Background: an optimization exercise with open tools, aiming at small area and few clock cycles. Do not read the settings as production practice. In this exercise RTL edits were held to simulation tests only and were not proved equivalent to the original.

## cv32e41s_incore
module cv32e41s_incore 
#(
  parameter                             LIB                                     = 0,
  parameter logic RV32                                    = RV32I,
  parameter logic [1:0] B_EXT                                   = B_NONE,
  parameter logic [1:0] M_EXT                                   = M,
  parameter bit                         DEBUG                                   = 1,
  parameter logic [31:0]                DM_REGION_START                         = 32'hF0000000,
  parameter logic [31:0]                DM_REGION_END                           = 32'hF0003FFF,
  parameter int                         DBG_NUM_TRIGGERS                        = 1,
  parameter int                         PMA_NUM_REGIONS                         = 0,
  parameter logic [PMA_NUM_REGIONS*68-1:0]                   PMA_CFG            = '0,
  parameter bit                         CLIC                                    = 0,
  ...
clock: 20.0 ns
lec_check: 0
abc_area: 1
cap_margin: 25
core_margin: 2
core_utilization: 40
place_density: 0.7
slew_margin: 25
standard.sh (not shown) runs the stock make flow with config.mk's settings and CLKGATE_MAP_FILE= SYNTH_SCRIPT=/design/flow/synth_recipe.tcl, a recipe that flattens the netlist after the stock synthesis.
==> flow/flow/run.sh <==
#!/bin/bash
# Layout flow: the standard flow (standard synthesis, floorplan, placement, routing) with
# - clock tree synthesis without dummy loads, with larger sink clusters driven by
#   clkbuf_4/8/16 cells (fewer clock buffers),
# - the buffers placed on the ports made of the smallest buffer cell.
# Full tool output goes to flow_standard.log in the work folder (ORFS also keeps its
# per-step logs under orfs/logs/).
set -euo pipefail
export CTS_ARGS="-sink_clustering_enable -repair_clock_nets -dont_use_dummy_load -buf_list {sky130_fd_sc_hd__clkbuf_4 sky130_fd_sc_hd__clkbuf_8 sky130_fd_sc_hd__clkbuf_16} -sink_clustering_size 20 -sink_clustering_max_diameter 170"
export BUFFER_PORTS_ARGS="-buffer_cell sky130_fd_sc_hd__buf_1"
bash standard.sh finish > flow_standard.log 2>&1
Testbench counts at the start, summed over its fixed seeds: cycles 1,166,485.
Next try:
CAP_MARGIN = 15   (was 25)
PLACE_DENSITY = unset   (was 0.7)
SLEW_MARGIN = 15   (was 25)
The changed run completed and failed the layout checks on capacitance limit, slew limit; cell area is about the same; non-clock buffer count came out higher by 9; fmax came out lower by a few percent; wire length came out higher slightly.
Next try:
CAP_MARGIN = 25   (was 15)
CORE_UTILIZATION = 45   (was 40)
SLEW_MARGIN = 25   (was 15)
Outcome: The new run finished with timing, DRC and antenna clean; die area drops by 11%; area after synthesis does not change; register-to-register slack gains 0.39 ns; via count stays flat; non-clock buffer count drops by 4; global-route usage climbs by 5.7 points; utilization climbs by 5.1 points.


## onyx
cv32e41s_incore, a different RTL version from the one above (not shown whole).
Size in the first run: roughly 16000 cells after synthesis, ~2400 flip-flops, roughly 150000 µm² of cells after synthesis.
==> flow/design.v (excerpt) <==
module cv32e41s_incore 
#(
  parameter                             LIB                                     = 0,
  parameter logic RV32                                    = RV32I,
  parameter logic [1:0] B_EXT                                   = B_NONE,
  parameter logic [1:0] M_EXT                                   = M,
  parameter bit                         DEBUG                                   = 1,
  parameter logic [31:0]                DM_REGION_START                         = 32'hF0000000,
  parameter logic [31:0]                DM_REGION_END                           = 32'hF0003FFF,
  parameter int                         DBG_NUM_TRIGGERS                        = 1,
  parameter int                         PMA_NUM_REGIONS                         = 0,
  parameter logic [PMA_NUM_REGIONS*68-1:0]                   PMA_CFG            = '0,
  parameter bit                         CLIC                                    = 0,
  parameter int unsigned                CLIC_ID_WIDTH                           = 5,
  parameter int unsigned                CLIC_INTTHRESHBITS                      = 8,
  parameter int unsigned                PMP_GRANULARITY                         = 0,
  parameter int                         PMP_NUM_REGIONS                         = 0,
  parameter logic [PMP_NUM_REGIONS*8-1:0]                   PMP_PMPNCFG_RV     = '0,
  parameter logic [PMP_NUM_REGIONS*32-1:0]                PMP_PMPADDR_RV     = '0,
  ...
==> flow/config.mk <==
export PLATFORM = sky130hd
export DESIGN_NAME = cv32e41s_incore
export DESIGN_NICKNAME = cv32e41s_incore
export VERILOG_FILES = /design/flow/design.v
export SDC_FILE = /design/flow/constraint.sdc
export NUM_CORES = 8
export LEC_CHECK = 0
export ABC_AREA = 1
export CAP_MARGIN = 25
export CORE_MARGIN = 2
export CORE_UTILIZATION = 40
export SLEW_MARGIN = 25
==> flow/constraint.sdc <==
create_clock -name core_clock -period 20.0 [get_ports {clk_i}]
set_input_delay 4.0000 -clock core_clock [delete_from_list [all_inputs] [get_ports {clk_i}]]
set_output_delay 4.0000 -clock core_clock [all_outputs]
set_load 0.01 [all_outputs]
==> flow/flow/run.sh <==
#!/bin/bash
# Layout flow: the standard flow (standard synthesis, floorplan, placement, routing) with
# - an area-oriented ABC script (with a time-limited &deepsyn pass) for the combinational mapping in synthesis (abc_area.script
#   beside this file; the flip-flops are mapped as in the standard synthesis),
# - clock tree synthesis without dummy loads, with larger sink clusters driven by
#   clkbuf_4/8/16 cells (fewer clock buffers),
# - the buffers placed on the ports made of the smallest buffer cell.
# Full tool output goes to flow_standard.log in the work folder (ORFS also keeps its
# per-step logs under orfs/logs/).
set -euo pipefail
rm -rf orfs_scripts
cp -r "$FLOW_HOME/scripts" orfs_scripts
cp flow/abc_area.script orfs_scripts/abc_area.script
export SCRIPTS_DIR="$PWD/orfs_scripts"
export CTS_ARGS="-sink_clustering_enable -repair_clock_nets -dont_use_dummy_load -buf_list {sky130_fd_sc_hd__clkbuf_4 sky130_fd_sc_hd__clkbuf_8 sky130_fd_sc_hd__clkbuf_16} -sink_clustering_size 20 -sink_clustering_max_diameter 170"
export BUFFER_PORTS_ARGS="-buffer_cell sky130_fd_sc_hd__buf_1"
bash standard.sh finish > flow_standard.log 2>&1
==> flow/flow/abc_area.script <==
strash
&get -n
&fraig -x
&put
scorr
dc2
strash
balance
rewrite
refactor
balance
rewrite
rewrite -z
balance
refactor -z
rewrite -z
balance
dc2
strash
&get -n
&deepsyn -T 600
&put
strash
dch -f
amap
topo
stime -c
buffer -c
upsize -c
dnsize -c
Testbench counts of onyx, summed over its fixed seeds: cycles 1,166,485.
## Diff of input files: indigo against onyx
-- flow/flow/run.sh --
<<< onyx, line 3
# - an area-oriented ABC script (with a time-limited &deepsyn pass) for the combinational mapping in synthesis (abc_area.script
>>> indigo, line 3
# - an area-oriented ABC script for the combinational mapping in synthesis (abc_area.script
==> flow/flow/abc_area.script <==
strash
&get -n
&fraig -x
&put
scorr
dc2
strash
&get -n
&dch -f
&nf -R 1000
&put
topo
stime -c
buffer -c
upsize -c
dnsize -c
==> results.txt <==
- Summary of indigo over onyx: via count fell 4.4%; global-route wire length before repair fell by 10%; post-synthesis to final-layout area growth went down by 1.1 points.
- Wire length on met2 (indigo / onyx): 0.902
- Looking at endpoint of the worst setup timing path, the instr_req_o result is from indigo; the instr_reqpar_o one comes from onyx.
Modified inputs, yarrow compared to indigo
-- flow/flow/run.sh --
<<< indigo, line 3
# - an area-oriented ABC script for the combinational mapping in synthesis (abc_area.script
>>> yarrow, line 3
# - an area-oriented ABC script (with a time-limited &deepsyn pass) for the combinational mapping in synthesis (abc_area.script
==> flow/flow/abc_area.script <==
strash
&get -n
&fraig -x
&put
scorr
dc2
strash
balance
rewrite
refactor
balance
rewrite
rewrite -z
balance
refactor -z
rewrite -z
balance
dc2
strash
&get -n
&deepsyn -T 180
&put
strash
dch -f
amap
topo
stime -c
buffer -c
upsize -c
dnsize -c
Results
Diff indigo -> yarrow: worst setup slack now smaller; highest attainable clock frequency decreased 0.68 MHz. yarrow has adder and majority cell fraction of the synthesized area above what indigo had. On yarrow: first-pass GRT wire length is about 11% higher than what indigo gave. The area of the core of yarrow was superior to that of indigo. Number of distinct library cells after synthesis grows by more than 10% when moving from indigo to yarrow. Comparing yarrow and indigo, the higher worst hold slack was measured on yarrow.

re-timing with driven ports:
The flow's constraints put no driver on any port. The routed layouts listed below were extracted and timed again, unchanged, in two steps. Step 1 assumes that a clkbuf_16 drives the clock port and a buf_2 every other input. Step 2 times the ports against the registers' clock, not the clock port: input delays grow and output delays shrink by t, the midpoint of the rising clock arrivals with the driver on. a / b / c = ideal ports / drivers / drivers and shift; a / b = the first two.
run | shift t [ns] | setup slack, ns | slew at the worst register clock pin (ns) | worst slew at a driven data input, ns | pins driven straight from the clock port
the first run of note 1 | 1.034 | 3.826 / 3.714 / 4.209 | 0.12 / 0.12 | 0.15 | 1
the second run of note 1 | 1.040 | 2.669 / 2.551 / 3.591 | 0.12 / 0.12 | 0.19 | 1
the third run of note 1 | 1.011 | 3.374 / 3.257 / 4.268 | 0.11 / 0.11 | 0.18 | 1
onyx | 1.022 | 0.550 / 0.455 / 1.476 | 0.11 / 0.11 | 0.16 | 1
indigo | 1.017 | 1.411 / 1.295 / 2.312 | 0.12 / 0.12 | 0.15 | 1
yarrow | 1.015 | 1.172 / 1.055 / 2.070 | 0.11 / 0.11 | 0.12 | 1
